What follows belongs to an exercise in optimizing a design on an open flow for small area and a short achievable clock period; a production flow would make more cautious choices. Only simulation tests tie the RTL to the original design; equivalence was not proved. No activity file was given, so power comes from the tool's default toggle rates.

==> design/flow/design.v <==
`timescale 1ns / 1ps
module mips(
    input clk,
    input reset,
    input [31:0] PrRData,
    input [7:2] HWInt,
    output [31:0] PrAddr,
    output [31:0] PrWData,
    output [3:0] PrMask,
    output PrWrite,
    output [31:0] InstrAddr,
    input [31:0] InstrData,
    output [31:0] DmAddr,
    output [31:0] DmWData,
    output [3:0] DmBE,
    output DmWrite,
    input [31:0] DmRData
    );
    reg  [31:0] PC_F;
    reg  [31:0] PC4_D, I_D;
    reg  [31:0] A_E, B_E, I_E;
    reg  [4:0]  sh_amt_E;
    reg         a_imm_E, a_fwM_E, a_fwW_E, b_imm_E, b_fwM_E, b_fwW_E;
    reg         r_sub_E, r_slt_E, r_sltu_E, r_and_E, r_or_E, r_xor_E, r_nor_E;
    reg         r_sll_E, r_srl_E, r_sra_E, r_rot_E, r_pass_E, r_hi_E, r_lo_E;
    reg         E_toWrite, E_Unready, E_load;
    reg  [4:0]  E_Addr;
    reg         E_rw;
    reg  [4:0]  E_wa;
    reg         E_st, E_sth, E_stw;
    reg         E_ld, E_ldh, E_ldw, E_ldsx;
    reg         md_busy_E, md_mul_E, md_sgn_E, md_acc_E, md_sub_E, md_div_E, md_mthi_E, md_mtlo_E;
    reg  [31:0] Res_M, Data_M;
    reg         M_toWrite, M_Unready;
    reg  [4:0]  M_Addr;
    reg         M_rw;
    reg  [4:0]  M_wa;
    reg         DmWrite_M, PrWrite_M, acc_M;
    reg  [3:0]  BE_M;
    reg         M_sth, M_stw;
    reg         M_ld, M_ldh, M_ldw, M_ldsx;
    reg  [31:0] WD_W;
    reg         W_rw;
    reg  [4:0]  W_wa;
    reg  [31:0] gr [1:31];
    reg  [31:0] sr, epc;
    reg         c_bd;
    reg  [5:0]  c_ip;
    reg         c_sw;
    reg  [31:0] Hi, Lo;
    reg  [3:0]  cnt;
    reg         fin;
    reg  [31:0] mA, mB;
    reg  [33:0] mW;
    reg  [32:0] mWc;
    reg         cy;
    reg  [2:0]  Lx;
    reg  [33:0] m3;
    reg  [34:0] m5, m7;
    reg         s_div, s_sgn, s_sub, s_nq, s_nr;
    wire [5:0] op = I_D[31:26];
    wire [5:0] fn = I_D[5:0];
    wire [4:0] rs = I_D[25:21];
    wire [4:0] rt = I_D[20:16];
    wire [4:0] rd = I_D[15:11];
    wire [4:0] sa = I_D[10:6];
    wire opR   = op == 6'b000000;
    wire opSP2 = op == 6'b011100;
    wire opCP0 = op == 6'b010000;
    wire opRI  = op == 6'b000001;
    wire nz    = |I_D;
    wire f_add  = fn == 6'b100000, f_addu = fn == 6'b100001;
    wire f_sub  = fn == 6'b100010, f_subu = fn == 6'b100011;
    wire f_and  = fn == 6'b100100, f_or   = fn == 6'b100101;
    wire f_xor  = fn == 6'b100110, f_nor  = fn == 6'b100111;
    wire f_slt  = fn == 6'b101010, f_sltu = fn == 6'b101011;
    wire f_sll  = fn == 6'b000000, f_srl  = fn == 6'b000010, f_sra  = fn == 6'b000011;
    wire f_sllv = fn == 6'b000100, f_srlv = fn == 6'b000110, f_srav = fn == 6'b000111;
    wire f_jr   = fn == 6'b001000, f_jalr = fn == 6'b001001;
    wire f_mfhi = fn == 6'b010000, f_mthi = fn == 6'b010001;
    wire f_mflo = fn == 6'b010010, f_mtlo = fn == 6'b010011;
    wire f_mult = fn == 6'b011000, f_multu= fn == 6'b011001;
    wire f_div  = fn == 6'b011010, f_divu = fn == 6'b011011;
    wire f_brk  = fn == 6'b001101;
    wire i_ori  = op == 6'b001101, i_xori = op == 6'b001110, i_andi = op == 6'b001100;
    wire i_addi = op == 6'b001000, i_addiu= op == 6'b001001;
    wire i_slti = op == 6'b001010, i_sltiu= op == 6'b001011, i_lui = op == 6'b001111;
    wire i_lw   = op == 6'b100011, i_lh   = op == 6'b100001, i_lhu = op == 6'b100101;
    wire i_lb   = op == 6'b100000, i_lbu  = op == 6'b100100;
    wire i_sw   = op == 6'b101011, i_sh   = op == 6'b101001, i_sb  = op == 6'b101000;
    wire i_beq  = op == 6'b000100, i_bne  = op == 6'b000101;
    wire i_bgtz = op == 6'b000111, i_blez = op == 6'b000110;
    wire i_j    = op == 6'b000010, i_jal  = op == 6'b000011;
    wire i_bgez = opRI & (rt == 5'b00001);
    wire i_bltz = opRI & (rt == 5'b00000);
    wire i_jr    = opR & f_jr;
    wire i_jalr  = opR & f_jalr;
    wire i_mfc0  = opCP0 & (rs == 5'b00000);
    wire i_mtc0  = opCP0 & (rs == 5'b00100);
    wire i_eret  = opCP0 & !(rs == 5'b00000) & !(rs == 5'b00100) & (fn == 6'b011000);
    wire i_brk   = opR & f_brk;
    wire cal_i  = i_addi | i_addiu | i_lui | i_slti | i_sltiu | i_ori | i_andi | i_xori;
    wire load   = i_lw | i_lh | i_lb | i_lhu | i_lbu;
    wire store  = i_sw | i_sh | i_sb;
    wire md_R   = f_mflo | f_mfhi | f_mtlo | f_mthi | f_mult | f_multu | f_div | f_divu;
    wire useMD  = (opR & md_R) | (opSP2 & (fn == 6'b000000 | fn == 6'b000100 | fn == 6'b000001 | fn == 6'b000101 | fn == 6'b000010));
    wire alr    = i_jalr;
    wire al     = i_jal;
    wire cal_rd = opR & !f_jalr & nz & (!md_R | f_mfhi | f_mflo);
    wire cal_rt = cal_i | i_mfc0;
    wire toW    = alr | al | cal_rd | cal_rt | load;
    wire [4:0] cAddr = (alr | cal_rd) ? rd : (al ? 5'd31 : rt);
    wire needRs = i_bgtz | i_blez | i_beq | i_bne | i_bgez | i_bltz | i_jr | i_jalr;
    wire needRt = i_beq | i_bne | i_mtc0;
    wire noReg  = i_j | i_jal | i_lui | (opR & (f_mfhi | f_mflo));
    wire singRs = i_bgtz | i_blez | (opR & (f_jr | f_jalr | f_mthi | f_mtlo)) | cal_i | load | i_bgez | i_bltz;
    wire singRt = (opR & (f_sll | f_sra | f_srl)) | i_mtc0;
    wire readRs = !singRt & !noReg;
    wire readRt = !singRs & !noReg;
    wire rw = (opR & (f_add | f_addu | f_sub | f_subu | f_jalr | (f_sll & nz) | f_srl | f_sra |
                      f_sllv | f_srlv | f_srav | f_and | f_or | f_xor | f_nor | f_slt | f_sltu |
                      f_mfhi | f_mflo)) |
              i_mfc0 | cal_i | load | i_jal;
    wire [4:0] wa = i_jal ? 5'd31 : (opR ? rd : rt);
    wire byp1 = W_rw & (rs == W_wa) & (rs != 5'd0);
    wire byp2 = W_rw & (rt == W_wa) & (rt != 5'd0);
    reg [31:0] RData1, RData2;
    integer ri;
    always @(*) begin
        RData1 = {32{byp1}} & WD_W;
        RData2 = {32{byp2}} & WD_W;
        for (ri = 1; ri < 32; ri = ri + 1) begin
            RData1 = RData1 | ({32{!byp1 & (rs == ri)}} & gr[ri]);
            RData2 = RData2 | ({32{!byp2 & (rt == ri)}} & gr[ri]);
        end
    end
    wire rs_hitE = (rs != 5'd0) & E_toWrite & (rs == E_Addr);
    wire rs_hitM = (rs != 5'd0) & M_toWrite & (rs == M_Addr);
    wire rt_hitE = (rt != 5'd0) & E_toWrite & (rt == E_Addr);
    wire rt_hitM = (rt != 5'd0) & M_toWrite & (rt == M_Addr);
    wire E_MDBusy = (cnt != 4'd0) | md_busy_E;
    wire stall_rs = readRs & (rs_hitE ? (E_Unready & (needRs | E_load)) : (rs_hitM & M_Unready & needRs));
    wire stall_rt = readRt & (rt_hitE ? (E_Unready & (needRt | E_load)) : (rt_hitM & M_Unready & needRt));
    wire Stall = stall_rs | stall_rt | (useMD & E_MDBusy);
    wire fs1 = readRs & (rs_hitE ? !E_Unready : (rs_hitM & !M_Unready));
    wire fs2 = readRt & (rt_hitE ? !E_Unready : (rt_hitM & !M_Unready));
    wire [31:0] F1 = rs_hitE ? I_E : Res_M;
    wire [31:0] F2 = rt_hitE ? I_E : Res_M;
    wire [31:0] Rd1 = fs1 ? F1 : RData1;
    wire [31:0] CPRData;
    wire [31:0] Rd2 = i_mfc0 ? CPRData : (fs2 ? F2 : RData2);
    wire eq   = Rd1 == Rd2;
    wire r1z  = Rd1 == 32'b0;
    wire r1n  = Rd1[31];
    wire taken = (i_beq & eq) | (i_bne & !eq) | (i_bgtz & !r1n & !r1z) | (i_blez & (r1n | r1z)) |
                 (i_bgez & !r1n) | (i_bltz & r1n);
    wire jmp  = i_j | i_jal | i_jr | i_jalr;
    wire nPCSel_D = jmp | taken;
    wire [31:0] sext = {{16{I_D[15]}}, I_D[15:0]};
    wire [31:0] btarget = PC4_D + {sext[29:0], 2'b00};
    wire [31:0] nPCAlt_D = (i_jr | i_jalr) ? Rd1 :
                           ((i_j | i_jal) ? {PC4_D[31:28], I_D[25:0], 2'b00} : btarget);
    wire Exc   = ((|(HWInt & sr[15:10])) | i_brk) & !sr[1] & sr[0];
    wire ERet  = i_eret;
    wire ExcStall = Exc | ERet;
    wire [31:0] cause = {c_bd, 15'b0, c_ip, 4'b0, c_sw, 2'b0, c_sw, 2'b0};
    assign CPRData = (rd == 5'd12) ? sr : (rd == 5'd13) ? cause : (rd == 5'd14) ? epc : 32'b0;
    always @(posedge clk) begin
        if (reset) begin
            sr <= 0; epc <= 0; c_bd <= 0; c_ip <= 0; c_sw <= 0;
        end else if (Exc) begin
            c_bd <= nPCSel_D;
            epc <= nPCSel_D ? PC_F - 32'd4 : PC_F;
            sr[1] <= 1'b1;
            c_ip <= HWInt;
            c_sw <= i_brk;
        end else if (ERet) begin
            sr[1] <= 1'b0;
        end else if (i_mtc0) begin
            if (rd == 5'd12) sr <= Rd2;
            if (rd == 5'd14) epc <= Rd2;
        end
    end
    wire [31:0] PC4_F = PC_F + 32'd4;
    wire [31:0] nPC = Exc ? 32'h0000_4180 : (ERet ? epc : (nPCSel_D ? nPCAlt_D : PC4_F));
    assign InstrAddr = PC_F;
    always @(posedge clk) begin
        if (reset)
            PC_F <= 32'h0000_3000;
        else if (!Stall | ExcStall)
            PC_F <= nPC;
    end
    always @(posedge clk) begin
        if (reset)
            I_D <= 0;
        else if (ExcStall)
            I_D <= 0;
        else if (!Stall)
            I_D <= InstrData;
        if (ExcStall | !Stall)
            PC4_D <= PC4_F;
    end
    wire link   = i_jal | i_jalr;
    wire sh_imm = opR & (f_sll | f_srl | f_sra);
    wire sx_imm = i_addi | i_addiu | i_slti | i_sltiu | load | store;
    wire [31:0] I_next = link ? PC4_D + 32'd4 :
                         i_lui ? {I_D[15:0], 16'b0} :
                         sh_imm ? {27'b0, sa} :
                         sx_imm ? sext : {16'b0, I_D[15:0]};
    wire d_sub  = opR & (f_sub | f_subu);
    wire d_slt  = (opR & f_slt) | i_slti;
    wire d_sltu = (opR & f_sltu) | i_sltiu;
    wire d_and  = (opR & f_and) | i_andi;
    wire d_or   = (opR & f_or) | i_ori;
    wire d_xor  = (opR & f_xor) | i_xori;
    wire d_nor  = opR & f_nor;
    wire d_sll  = opR & ((f_sll & nz) | f_sllv);
    wire d_srl  = opR & ((f_srl & (rs == 5'd0)) | (f_srlv & (sa == 5'd0)));
    wire d_rot  = opR & ((f_srl & (rs != 5'd0)) | (f_srlv & (sa != 5'd0)));
    wire d_sra  = opR & (f_sra | f_srav);
    wire d_pass = i_mfc0 | link | i_lui;
    wire d_mfhi = opR & f_mfhi;
    wire d_mflo = opR & f_mflo;
    wire d_aimm = sh_imm;
    wire d_bimm = cal_i | load | store | link;
    wire m_mult = opR & f_mult, m_multu = opR & f_multu;
    wire m_madd = opSP2 & (fn == 6'b000000 | fn == 6'b000001);
    wire m_msub = opSP2 & (fn == 6'b000100 | fn == 6'b000101);
    wire m_div  = opR & (f_div | f_divu);
    wire m_mthi = opR & f_mthi, m_mtlo = opR & f_mtlo;
    wire m_start = m_mult | m_multu | m_madd | m_msub | m_div | m_mthi | m_mtlo | d_mfhi | d_mflo;
    always @(posedge clk) begin
        A_E <= sh_imm ? {27'b0, sa} : Rd1;
        B_E <= Rd2;
        I_E <= I_next;
        if (reset | Stall) begin
            a_imm_E <= 0; a_fwM_E <= 0; a_fwW_E <= 0; b_imm_E <= 0; b_fwM_E <= 0; b_fwW_E <= 0;
            r_sub_E <= 0; r_slt_E <= 0; r_sltu_E <= 0; r_and_E <= 0; r_or_E <= 0; r_xor_E <= 0; r_nor_E <= 0;
            r_sll_E <= 0; r_srl_E <= 0; r_sra_E <= 0; r_rot_E <= 0; r_pass_E <= 0; r_hi_E <= 0; r_lo_E <= 0;
            E_toWrite <= 0; E_Unready <= 0; E_load <= 0; E_Addr <= 0; E_rw <= 0; E_wa <= 0;
            E_st <= 0; E_sth <= 0; E_stw <= 0; E_ld <= 0; E_ldh <= 0; E_ldw <= 0; E_ldsx <= 0;
            md_busy_E <= 0; md_mul_E <= 0; md_sgn_E <= 0; md_acc_E <= 0; md_sub_E <= 0; md_div_E <= 0;
            md_mthi_E <= 0; md_mtlo_E <= 0;
        end else begin
            a_imm_E <= d_aimm;
            a_fwM_E <= !sh_imm & rs_hitE;
            a_fwW_E <= !sh_imm & !rs_hitE & rs_hitM;
            b_imm_E <= d_bimm;
            b_fwM_E <= !i_mfc0 & rt_hitE;
            b_fwW_E <= !i_mfc0 & !rt_hitE & rt_hitM;
            r_sub_E <= d_sub | d_slt | d_sltu;
            r_slt_E <= d_slt; r_sltu_E <= d_sltu;
            r_and_E <= d_and; r_or_E <= d_or; r_xor_E <= d_xor; r_nor_E <= d_nor;
            r_sll_E <= d_sll; r_srl_E <= d_srl; r_sra_E <= d_sra; r_rot_E <= d_rot;
            r_pass_E <= d_pass; r_hi_E <= d_mfhi; r_lo_E <= d_mflo;
            E_toWrite <= toW; E_Unready <= cal_rd | cal_rt | load; E_load <= load; E_Addr <= cAddr;
            E_rw <= rw; E_wa <= wa;
            E_st <= store; E_sth <= i_sh; E_stw <= i_sw;
            E_ld <= load; E_ldh <= i_lh | i_lhu; E_ldw <= i_lw; E_ldsx <= i_lh | i_lb;
            md_busy_E <= m_mult | m_multu | m_madd | m_msub | m_div;
            md_mul_E <= m_mult | m_multu | m_madd | m_msub;
            md_sgn_E <= m_mult | (opR & f_div);
            md_acc_E <= m_madd;
            md_sub_E <= m_msub;
            md_div_E <= m_div;
            md_mthi_E <= m_mthi; md_mtlo_E <= m_mtlo;
        end
    end
    wire [31:0] fwA = a_fwM_E ? Res_M : (a_fwW_E ? WD_W : A_E);
    wire [31:0] AluA = fwA;
    wire [31:0] RT = b_fwM_E ? Res_M : (b_fwW_E ? WD_W : B_E);
    wire [31:0] AluB = b_imm_E ? I_E : RT;
    wire [32:0] sum = {1'b0, AluA} + {1'b0, AluB ^ {32{r_sub_E}}} + {32'b0, r_sub_E};
    wire lt_u = !sum[32];
    wire lt_s = (AluA[31] ^ AluB[31]) ? AluA[31] : sum[31];
    wire slt_bit = (r_slt_E & lt_s) | (r_sltu_E & lt_u);
    wire [3:0] lut = {r_and_E | r_or_E | r_pass_E, r_or_E | r_xor_E,
                      r_or_E | r_xor_E | r_pass_E, r_nor_E};
    reg [31:0] lg;
    integer li;
    always @(*)
        for (li = 0; li < 32; li = li + 1)
            lg[li] = lut[{AluA[li], AluB[li]}];
    wire [4:0] s = AluA[4:0];
    wire [31:0] Bx = r_sll_E ? {AluB[0], AluB[31:1]} : AluB;
    wire [4:0] sx = r_sll_E ? ~s : s;
    wire [31:0] rt0 = sx[0] ? {Bx[0], Bx[31:1]} : Bx;
    wire [31:0] rt1 = sx[1] ? {rt0[1:0], rt0[31:2]} : rt0;
    wire [31:0] rt2 = sx[2] ? {rt1[3:0], rt1[31:4]} : rt1;
    wire [31:0] rt3 = sx[3] ? {rt2[7:0], rt2[31:8]} : rt2;
    wire [31:0] rot = sx[4] ? {rt3[15:0], rt3[31:16]} : rt3;
    wire [31:0] mR = 32'hffff_ffff >> s;
    wire [31:0] mL = 32'hffff_ffff << s;
    wire rot_big = |AluA[31:6];
    wire rot_keep = r_rot_E & !AluA[5];
    wire [31:0] msk = r_sll_E ? mL : ((rot_keep) ? 32'hffff_ffff : mR);
    wire [31:0] shres = ((r_rot_E & rot_big) ? 32'b0 : (rot & msk)) |
                        ({32{r_sra_E & AluB[31]}} & ~mR);
    wire r_sh = r_sll_E | r_srl_E | r_sra_E | r_rot_E;
    wire r_lg = r_and_E | r_or_E | r_xor_E | r_nor_E | r_pass_E;
    wire r_cmp = r_slt_E | r_sltu_E;
    wire r_md = r_hi_E | r_lo_E;
    wire [31:0] ResE = r_md ? (r_hi_E ? Hi : Lo) :
                       r_cmp ? {31'b0, slt_bit} :
                       r_lg ? lg :
                       r_sh ? shres : sum[31:0];
    wire accE = (|sum[31:15]) | (&sum[14:8]);
    wire [3:0] mskE = E_stw ? 4'b1111 : (E_sth ? 4'b0011 : 4'b0001);
    always @(posedge clk) begin
        Res_M <= ResE;
        Data_M <= RT;
        BE_M <= mskE << sum[1:0];
        acc_M <= accE;
        M_sth <= E_sth; M_stw <= E_stw;
        M_ldh <= E_ldh; M_ldw <= E_ldw; M_ldsx <= E_ldsx;
        if (reset) begin
            M_toWrite <= 0; M_Unready <= 0; M_Addr <= 0; M_rw <= 0; M_wa <= 0;
            DmWrite_M <= 0; PrWrite_M <= 0; M_ld <= 0;
        end else begin
            M_toWrite <= E_toWrite; M_Unready <= E_load; M_Addr <= E_Addr;
            M_rw <= E_rw; M_wa <= E_wa;
            DmWrite_M <= E_st & !accE;
            PrWrite_M <= E_st & accE;
            M_ld <= E_ld;
        end
    end
    assign DmAddr = Res_M;
    assign PrAddr = Res_M;
    assign DmWrite = DmWrite_M;
    assign PrWrite = PrWrite_M;
    assign DmBE = BE_M;
    assign PrWData = Data_M;
    assign PrMask = {M_stw, M_stw, M_stw | M_sth, 1'b1};
    assign DmWData = {M_stw ? Data_M[31:24] : (M_sth ? Data_M[15:8] : Data_M[7:0]),
                      M_stw ? Data_M[23:16] : Data_M[7:0],
                      (M_stw | M_sth) ? Data_M[15:8] : Data_M[7:0],
                      Data_M[7:0]};
    wire [31:0] mrd = acc_M ? PrRData : DmRData;
    wire [1:0] ba = Res_M[1:0];
    wire [31:0] msh = ba == 2'd0 ? mrd : ba == 2'd1 ? {8'b0, mrd[31:8]} :
                      ba == 2'd2 ? {16'b0, mrd[31:16]} : {24'b0, mrd[31:24]};
    wire [31:0] mext = M_ldw ? msh :
                       M_ldh ? {{16{M_ldsx & msh[15]}}, msh[15:0]} :
                               {{24{M_ldsx & msh[7]}}, msh[7:0]};
    always @(posedge clk) begin
        WD_W <= M_ld ? mext : Res_M;
        if (reset) begin
            W_rw <= 0; W_wa <= 0;
        end else begin
            W_rw <= M_rw; W_wa <= M_wa;
        end
    end
    wire [31:0] gwd = reset ? 32'b0 : WD_W;
    integer k;
    always @(posedge clk) begin
        for (k = 1; k < 32; k = k + 1)
            if (reset | (W_rw & (W_wa == k)))
                gr[k] <= gwd;
    end
    wire mul_start = md_mul_E;
    wire div_start = md_div_E & (AluB != 32'b0);
    wire run = cnt != 4'd0;
    wire mul_step = run & !s_div;
    wire div_step = run & s_div;
    wire mul_fin = fin & !s_div;
    wire div_fin = fin & s_div;
    wire [39:0] pp0 = mB[0] ? {8'b0, mA} : 40'b0;
    wire [39:0] pp1 = mB[1] ? {7'b0, mA, 1'b0} : 40'b0;
    wire [39:0] pp2 = mB[2] ? {6'b0, mA, 2'b0} : 40'b0;
    wire [39:0] pp3 = mB[3] ? {5'b0, mA, 3'b0} : 40'b0;
    wire [39:0] pp4 = mB[4] ? {4'b0, mA, 4'b0} : 40'b0;
    wire [39:0] pp5 = mB[5] ? {3'b0, mA, 5'b0} : 40'b0;
    wire [39:0] pp6 = mB[6] ? {2'b0, mA, 6'b0} : 40'b0;
    wire [39:0] pw  = {7'b0, mW[32:0]};
    wire [39:0] pc  = {7'b0, mWc};
    wire [39:0] s1 = pw ^ pc ^ pp0;
    wire [39:0] c1 = {((pw & pc) | (pw & pp0) | (pc & pp0)), cy};
    wire [39:0] s2 = pp1 ^ pp2 ^ pp3;
    wire [39:0] c2 = {((pp1 & pp2) | (pp1 & pp3) | (pp2 & pp3)), 1'b0};
    wire [39:0] s3 = pp4 ^ pp5 ^ pp6;
    wire [39:0] c3 = {((pp4 & pp5) | (pp4 & pp6) | (pp5 & pp6)), 1'b0};
    wire [39:0] s4 = s1 ^ c1 ^ s2;
    wire [39:0] c4 = {((s1 & c1) | (s1 & s2) | (c1 & s2)), 1'b0};
    wire [39:0] s5 = c2 ^ s3 ^ c3;
    wire [39:0] c5 = {((c2 & s3) | (c2 & c3) | (s3 & c3)), 1'b0};
    wire [39:0] s6 = s4 ^ c4 ^ s5;
    wire [39:0] c6 = {((s4 & c4) | (s4 & s5) | (c4 & s5)), 1'b0};
    wire [39:0] s7 = s6 ^ c6 ^ c5;
    wire [39:0] c7 = {((s6 & c6) | (s6 & c5) | (c6 & c5)), 1'b0};
    wire [7:0] mlow = {1'b0, s7[6:0]} + {1'b0, c7[6:0]};
    wire corr = mul_step & (cnt == 4'd5);
    wire [31:0] f1 = {mW[28:0], Lx};
    wire [31:0] f2 = {mWc[28:0], 3'b0};
    wire [31:0] f3 = s_sgn ? ~Hi : Hi;
    wire [31:0] f4 = {28'b0, cy, 3'b0};
    wire [31:0] hs1 = f1 ^ f2 ^ f3;
    wire [31:0] hm1 = (f1 & f2) | (f1 & f3) | (f2 & f3);
    wire [31:0] hc1 = {hm1[30:0], s_sgn};
    wire [31:0] hs2 = hs1 ^ hc1 ^ f4;
    wire [31:0] hm2 = (hs1 & hc1) | (hs1 & f4) | (hc1 & f4);
    wire [31:0] hc2 = {hm2[30:0], 1'b0};
    wire [31:0] adP = corr ? (mA[31] ? mB : 32'b0) : hs2;
    wire [31:0] adQ = corr ? (mB[31] ? mA : 32'b0) : hc2;
    wire [31:0] adS = adP + adQ;
    wire dv_mul = div_step & (cnt == 4'd10);
    wire dv_stp = (div_step & (cnt != 4'd10)) | div_fin;
    wire neg_r = div_fin & s_nr;           
    wire [34:0] dX = {mW[31:0], mB[31:29]};
    wire [34:0] k1 = {3'b0, mA};
    wire [34:0] k2 = {2'b0, mA, 1'b0};
    wire [34:0] k3 = {1'b0, m3};
    wire [34:0] k4 = {1'b0, mA, 2'b0};
    wire [34:0] k5 = m5;
    wire [34:0] k6 = {m3, 1'b0};
    wire [34:0] k7 = m7;
    wire g1 = dX >= k1, g2 = dX >= k2, g3 = dX >= k3, g4 = dX >= k4;
    wire g5 = dX >= k5, g6 = dX >= k6, g7 = dX >= k7;
    wire ci = !neg_r;
    wire [34:0] S0 = dX + {35{!ci}};
    wire [34:0] S1 = dX + ~k1 + {34'b0, ci};
    wire [34:0] S2 = dX + ~k2 + {34'b0, ci};
    wire [34:0] S3 = dX + ~k3 + {34'b0, ci};
    wire [34:0] S4 = dX + ~k4 + {34'b0, ci};
    wire [34:0] S5 = dX + ~k5 + {34'b0, ci};
    wire [34:0] S6 = dX + ~k6 + {34'b0, ci};
    wire [34:0] S7 = dX + ~k7 + {34'b0, ci};
    wire h0 = !g1, h1 = g1 & !g2, h2 = g2 & !g3, h3 = g3 & !g4;
    wire h4 = g4 & !g5, h5 = g5 & !g6, h6 = g6 & !g7, h7 = g7;
    wire [31:0] dR = ({32{h0}} & S0[31:0]) | ({32{h1}} & S1[31:0]) | ({32{h2}} & S2[31:0]) |
                     ({32{h3}} & S3[31:0]) | ({32{h4}} & S4[31:0]) | ({32{h5}} & S5[31:0]) |
                     ({32{h6}} & S6[31:0]) | ({32{h7}} & S7[31:0]);
    wire [2:0] dq = {g4, (h2 | h3 | h6 | h7), (h1 | h3 | h5 | h7)};
    wire [2:0] dqm = dq - 3'd1;
    wire [31:0] qa = {mB[28:0], dq};
    wire [31:0] qm = g1 ? {mB[28:0], dqm} : {Lo[28:0], 3'b111};
    wire [1:0] tx = mB[31:30];
    wire dis1 = mA == 32'd1, dis2 = mA == 32'd2, dis3 = mA == 32'd3;
    wire [1:0] sq = dis1 ? tx : dis2 ? {1'b0, tx[1]} : dis3 ? {1'b0, &tx} : 2'b0;
    wire [1:0] tr = dis1 ? 2'b0 : dis2 ? {1'b0, tx[0]} : (dis3 & (&tx)) ? 2'b0 : tx;
    wire [31:0] sqm = (sq != 2'd0) ? {mB[29:0], sq - 2'd1} : {Lo[29:0], 2'b11};
    wire [31:0] absA = (md_sgn_E & AluA[31]) ? -AluA : AluA;
    wire [31:0] absB = (md_sgn_E & AluB[31]) ? -AluB : AluB;
    always @(posedge clk) begin
        if (reset) begin
            cnt <= 0;
            fin <= 0;
        end else begin
            fin <= cnt == 4'd1;
            if (mul_start)
                cnt <= 4'd5;
            else if (div_start)
                cnt <= 4'd10;
            else if (run)
                cnt <= cnt - 4'd1;
        end
        if (mul_start | div_start) begin
            mA <= div_start ? absB : AluA;
            mB <= div_start ? absA : AluB;
            mW <= div_start ? 34'b0 : {2'b0, md_sub_E ? ~Lo : (md_acc_E ? Lo : 32'b0)};
            mWc <= 33'b0;
            cy <= 1'b0;
            s_div <= div_start;
            s_sgn <= md_sgn_E & !div_start;
            s_sub <= md_sub_E;
            s_nq <= md_sgn_E & (AluA[31] ^ AluB[31]);
            s_nr <= md_sgn_E & AluA[31];
        end else if (mul_step) begin
            mB <= {7'b0, mB[31:7]};
            mW <= {1'b0, s7[39:7]};
            mWc <= c7[39:7];
            cy <= mlow[7];
            Lx <= mlow[6:4];
        end else if (dv_mul) begin
            mB <= {mB[29:0], sq};
            mW <= {32'b0, tr};
        end else if (dv_stp) begin
            mB <= {mB[28:0], dq};
            mW <= {2'b0, dR};
        end
        if (dv_mul) begin
            m3 <= {2'b0, mA} + {1'b0, mA, 1'b0};
            m5 <= {3'b0, mA} + {1'b0, mA, 2'b0};
            m7 <= {mA, 3'b0} - {3'b0, mA};
        end
        if (reset)
            Hi <= 0;
        else if (md_mthi_E)
            Hi <= AluA;
        else if (mul_start)
            Hi <= md_sub_E ? ~Hi : (md_acc_E ? Hi : 32'b0);
        else if (corr & s_sgn)
            Hi <= adS;
        else if (mul_fin)
            Hi <= adS ^ {32{s_sub}};
        else if (div_fin)
            Hi <= s_nr ? ~dR : dR;
        if (reset)
            Lo <= 0;
        else if (md_mtlo_E)
            Lo <= AluA;
        else if (mul_step)
            Lo <= {mlow[3:0], Lx, Lo[31:7]};
        else if (mul_fin)
            Lo <= Lo ^ {32{s_sub}};
        else if (div_fin)
            Lo <= s_nq ? ~qm : qa;
        else if (dv_mul)
            Lo <= sqm;
        else if (dv_stp)
            Lo <= qm;
    end
endmodule
==> design/flow/flow/run.sh <==
#!/bin/bash
# Standard layout, with two changes to how it is made:
#  - timing repair aims at a shorter period than the clock it is built at
#    (repair_timing -setup_margin), so that gate sizing and buffering work on
#    the paths that set the achieved period;
#  - the port buffers that the standard flow puts on every input and output
#    are plain buffers (buf_2) instead of the delay cell it picks by default.
set -euo pipefail
bash standard.sh "BUFFER_PORTS_ARGS=-inputs -outputs -buffer_cell sky130_fd_sc_hd__buf_2" SETUP_SLACK_MARGIN=12.5 finish > standard_flow.log 2>&1
==> design/flow/standard.sh <==
#!/bin/bash
# synth_recipe.tcl (not shown) runs the flow's synth.tcl, then flattens the netlist and writes it again
# the make line also repeats each setting of config.mk as NAME=value (left out here)
make -C /OpenROAD-flow-scripts/flow DESIGN_CONFIG=/design/flow/config.mk WORK_HOME=/design/flow/orfs CLKGATE_MAP_FILE= SYNTH_SCRIPT=/design/flow/synth_recipe.tcl "${@:-finish}"
==> design/flow/config.mk <==
export PLATFORM = sky130hd
export DESIGN_NAME = mips
export DESIGN_NICKNAME = mips
export VERILOG_FILES = /design/flow/design.v
export SDC_FILE = /design/flow/constraint.sdc
export NUM_CORES = 4
export LEC_CHECK = 0
export CAP_MARGIN = 20
export CORE_MARGIN = 2
export CORE_UTILIZATION = 40
export SLEW_MARGIN = 20
==> design/flow/constraint.sdc <==
create_clock -name core_clock -period 18.0 [get_ports {clk}]
set_input_delay 3.6000 -clock core_clock [delete_from_list [all_inputs] [get_ports {clk}]]
set_output_delay 3.6000 -clock core_clock [all_outputs]
set_load 0.01 [all_outputs]
==> summary.txt <==
* Most frequently used flop master after synthesis: edfxtp_1
* H-tree depth at 4
* Worst Path Arrival at 6.73 ns
* Layout fillers at 29300
* Chip Width at 562 um
* Multi-input gate area at 0.0754 mm2
* Clk root buf: clkbuf_16
* FF-to-FF path depth at 23
* Number of library cell types mapped by synthesis at 131
* Fin Clk Skew at 0.0853 ns
* Clock Path Buffers at 4
* Startpoint Class: register
* TNS Setup at 0 ns
* Starting Density at 40.1%
* RSZ-0062 raised after global routing: yes
* Port Buffers at 272
* CTS tree: built
* WL/cell at 43.2 um
* Nets at 14800
* Synth Instances at 13200
* Syn Area/Cell at 9.42 um2
* Outcome: timing/DRC/antenna clean
* Synth warn at 2
* Clock transition at path regs at 0.06 ns
* Cell Pwr Density at 178 mW/mm2
* Asr flop ratio synth at 0%
* Post-Route WL at 789000 um
* DR vias at 130000
* Detailed-route DRC error count at 0
* Routed Antenna Nets at 0
* Antenna violations before repair at 93
* Max_cap viols at 0
* Minimum clock period at 5.95 ns
* Crit Path Class: reg2reg
* Required time worst endpoint at 18.79 ns
* Final hold vios at 0
* Ports at 274
* Slew headroom at 12.4%
* Post-synth net total at 14100
* Full die area at 0.316 mm2
* Hold Path Cell Cnt at 0
* Num CTS Buffers at 201
* Mapped Area at 0.125 mm2
* Peak supply drop at 0.114 mV
* Worst slew pin tran at 1.31 ns
* Row count at 205
* Grt peak-use layer: met2
* Final period util at 33.0%
* Met3 usage at 20.0%
* Vias in the first global route at 117000
* Seq. cell area at 0.0472 mm2
* Die height at 562 um
* Setup-failing EPs final at 0
* P&R area growth vs syn at 20.1%
* DRT iter0 DRCs at 23600
* Clk Latency, worst-skew pair at 0.96 ns
* Routed vias/inst at 7.09
* Register area share after synthesis at 37.7%
* Drt first pass iters at 11
* Detailed Place HPWL at 544000 um
* Hold WS at 0.328 ns
* Critical path endpoint category: register
* First-pass GRT wire length at 1040000 um
* Ratio of cells with drive above 1 in the final layout at 18.7%
* Largest net degree at the start of global routing at 76
* Core ar. at 0.311 mm2
* Grt met1 use at 56.7%
* Grt met2 use at 67.0%
* Crit-path max FO at 10
* FMAX at 168 MHz
* Total GRT Usage at 47.9%
* Final Slew Violations at 0
* Hold Path Class: reg2reg
* Total grt overflow at 0
* Number of synthesized flops with an enable pin at 1229
* GPL Wtd Cong at 1.11
* Sinks on Clock Net at 1737
* Synthesized flop and latch total at 1737
* P_leak at 57.4 nW
critical path, cell delays in order (launching register included):
cell,delay (ns)
dfxtp_4,0.35
buf_12,0.16
xnor2_4,0.16
and4_4,0.35
buf_16,0.18
buf_4,0.14
a21oi_4,0.09
buf_4,0.25
buf_4,0.26
a221oi_1,0.28
a22oi_1,0.14
o21a_1,0.24
nor4_4,0.42
buf_4,0.36
nor3_1,0.12
nor3_2,0.43
nand4_1,0.22
o31ai_4,0.41
buf_4,0.18
buf_6,0.10
mux2_4,0.38
o211ai_1,0.22
xor2_1,0.18
o22ai_1,0.10
sequential cells by signal (all words and copies together) (netlist names), 33 cells and up:
signal / flops
gr: 992
m5: 34
m3: 34
m7: 33
cells in the mapped netlist (39+ instances only):
cell,number,share of area (%)
o21bai_1,55,0.33
nor2b_1,163,0.82
buf_4,76,0.46
a221o_1,67,0.54
a22oi_1,391,2.4
and3_1,96,0.48
o2111ai_1,57,0.40
mux4_2,46,0.83
buf_2,142,0.57
a211oi_1,257,1.5
a32oi_1,42,0.29
a222oi_1,39,0.31
dfxtp_1,508,8.2
or3_1,72,0.36
a21oi_1,933,3.7
xnor2_1,465,3.3
a31oi_1,114,0.57
nor4_1,66,0.33
a21o_1,143,0.86
xor2_1,237,1.7
nand2_1,1153,3.5
o21a_1,80,0.48
o22ai_1,159,0.80
edfxtp_1,1229,30
o221ai_1,49,0.34
and2_1,235,1.2
o31ai_1,84,0.51
a221oi_1,202,1.4
nand3_1,277,1.1
nor3_1,248,1.0
nand4_1,138,0.69
clkbuf_1,619,1.9
a311oi_1,43,0.30
buf_1,68,0.20
fa_1,257,4.1
ha_1,541,5.4
mux2i_1,487,3.9
nand2b_1,99,0.50
a22o_1,102,0.72
inv_1,675,2.0
o21ai_1,43,0.17
o211ai_1,126,0.76
mux2_2,147,1.3
nor2_1,981,3.0
o21ai_0,576,2.3
per-stage QoR:
step / cell area (um2) / std cells / setup WS [ns] / power, mW / util, %
after floorplan: 125000 / 13200 / 12.21 / 14.5 / -
after global placement: 133000 / 17300 / 9.72 / 20.4 / 42.7
after detailed placement: 133000 / 17300 / 9.78 / 20.4 / 42.8
after CTS: 146000 / 18000 / 12.31 / 25.5 / 46.9
after global routing: 150000 / 18200 / 12.17 / 27.5 / 48.1
final: 150000 / 18300 / 12.05 / 26.6 / 48.1
repair_timing:
item | CTS | global route
endpoints found under the setup margin | 1129 | 195
gates cloned | 23 | 16
hold buffers | 0 | 0
resized for setup | 669 | 379
endpoints found under the hold margin | 0 | 0
pin swaps | 97 | 139
buffers inserted | 271 | 204
worst paths after layout:
path / from / endpoint / slack (ns)
worst max-delay path: I_D[17]$_SDFFE_PP0N_ / epc[8]$_SDFFE_PP0P_ / 12.05
worst min-delay path: E_ldh$_SDFF_PP0_ / M_ldh$_DFF_P_ / 0.33
worst max register to register: I_D[17]$_SDFFE_PP0N_ / epc[8]$_SDFFE_PP0P_ / 12.05
worst min register to register: E_ldh$_SDFF_PP0_ / M_ldh$_DFF_P_ / 0.33
cells by family (layout without fill, tap and decap cells):
group | count (synthesis) | count (layout) | synth area share [%]
AO/OA/AOI/OAI | 3977 | 3978 | 22.1
flip-flops | 1737 | 1737 | 37.7
AND/OR/NAND/NOR | 3727 | 3731 | 14.2
other | 1 | 75 | 0.00301
multiplexers | 681 | 683 | 6.08
buffers and inverters | 1609 | 2422 | 5.36
adder cells (fa/ha/maj) | 799 | 799 | 9.56
XOR/XNOR | 706 | 706 | 4.99
layer usage:
layer | vias up | wire length, um | share of wire [%]
met2 | 12000 | 313000 | 40
met4 | 46 | 87200 | 11
met1 | 62900 | 274000 | 35
met5 | - | 386 | 0.049
met3 | 3748 | 115000 | 15
li1 | 50900 | - | -
area by class of cell:
| cell class | count | share of cell area (%) |
|---|---|---|
| Multi-Input combinational cell | 9898 | 50.3 |
| Sequential cell | 1737 | 31.5 |
| Timing Repair Buffer | 1372 | 8.30 |
| Clock buffer | 251 | 3.63 |
| Tap cell | 4140 | 3.46 |
| Inverter | 680 | 1.80 |
| Clock inverter | 119 | 0.855 |
| Antenna cell | 74 | 0.124 |
power breakdown:
part           total [mW]  leakage (nW)  internal (mW)  switching [mW]
Combinational        15.6          37.5           5.73            9.90
Sequential           6.63          16.6           5.40            1.23
Clock                4.35          3.28           2.45            1.90
cell usage in the layout, fill, tap and decap left out, types with 255 or more instances in the layout:
cell	n
mux2i_1	449
buf_2	255
xnor2_1	446
buf_4	840
nor2_1	946
o21ai_0	499
dfxtp_1	452
nand3_1	270
ha_1	531
inv_1	644
nand2_1	1128
edfxtp_1	1229
a22oi_1	387
a21oi_1	878

port drivers added, routing unchanged:
How much do the figures lean on ideal ports? The routed layout below was timed once more, with nothing changed but the port constraints. Step 1, drivers: a clkbuf_16 drives clk and a buf_2 each remaining input, both assumed. Step 2 adds t to the input delays and takes it off the output delays; t is the mean of the earliest and latest rising clock arrival at the registers after step 1. Input paths then give back, and output paths get back, about the clock's delay inside the block. Slacks: ideal / step 1 / step 2; pairs: ideal / step 1.
t, ns: 1.032
slack for setup (ns): 12.054 / 12.054 / 11.333
latest minus earliest clock arrival (ns): 0.090 / 0.091
slew at the worst register clock pin (ns): 0.08 / 0.08
worst slew at a driven data input, ns: 0.16
After both steps setup and hold are still met in this run. The setup slack of this run moves by 0.000 ns with the drivers and by -0.721 ns with both steps.
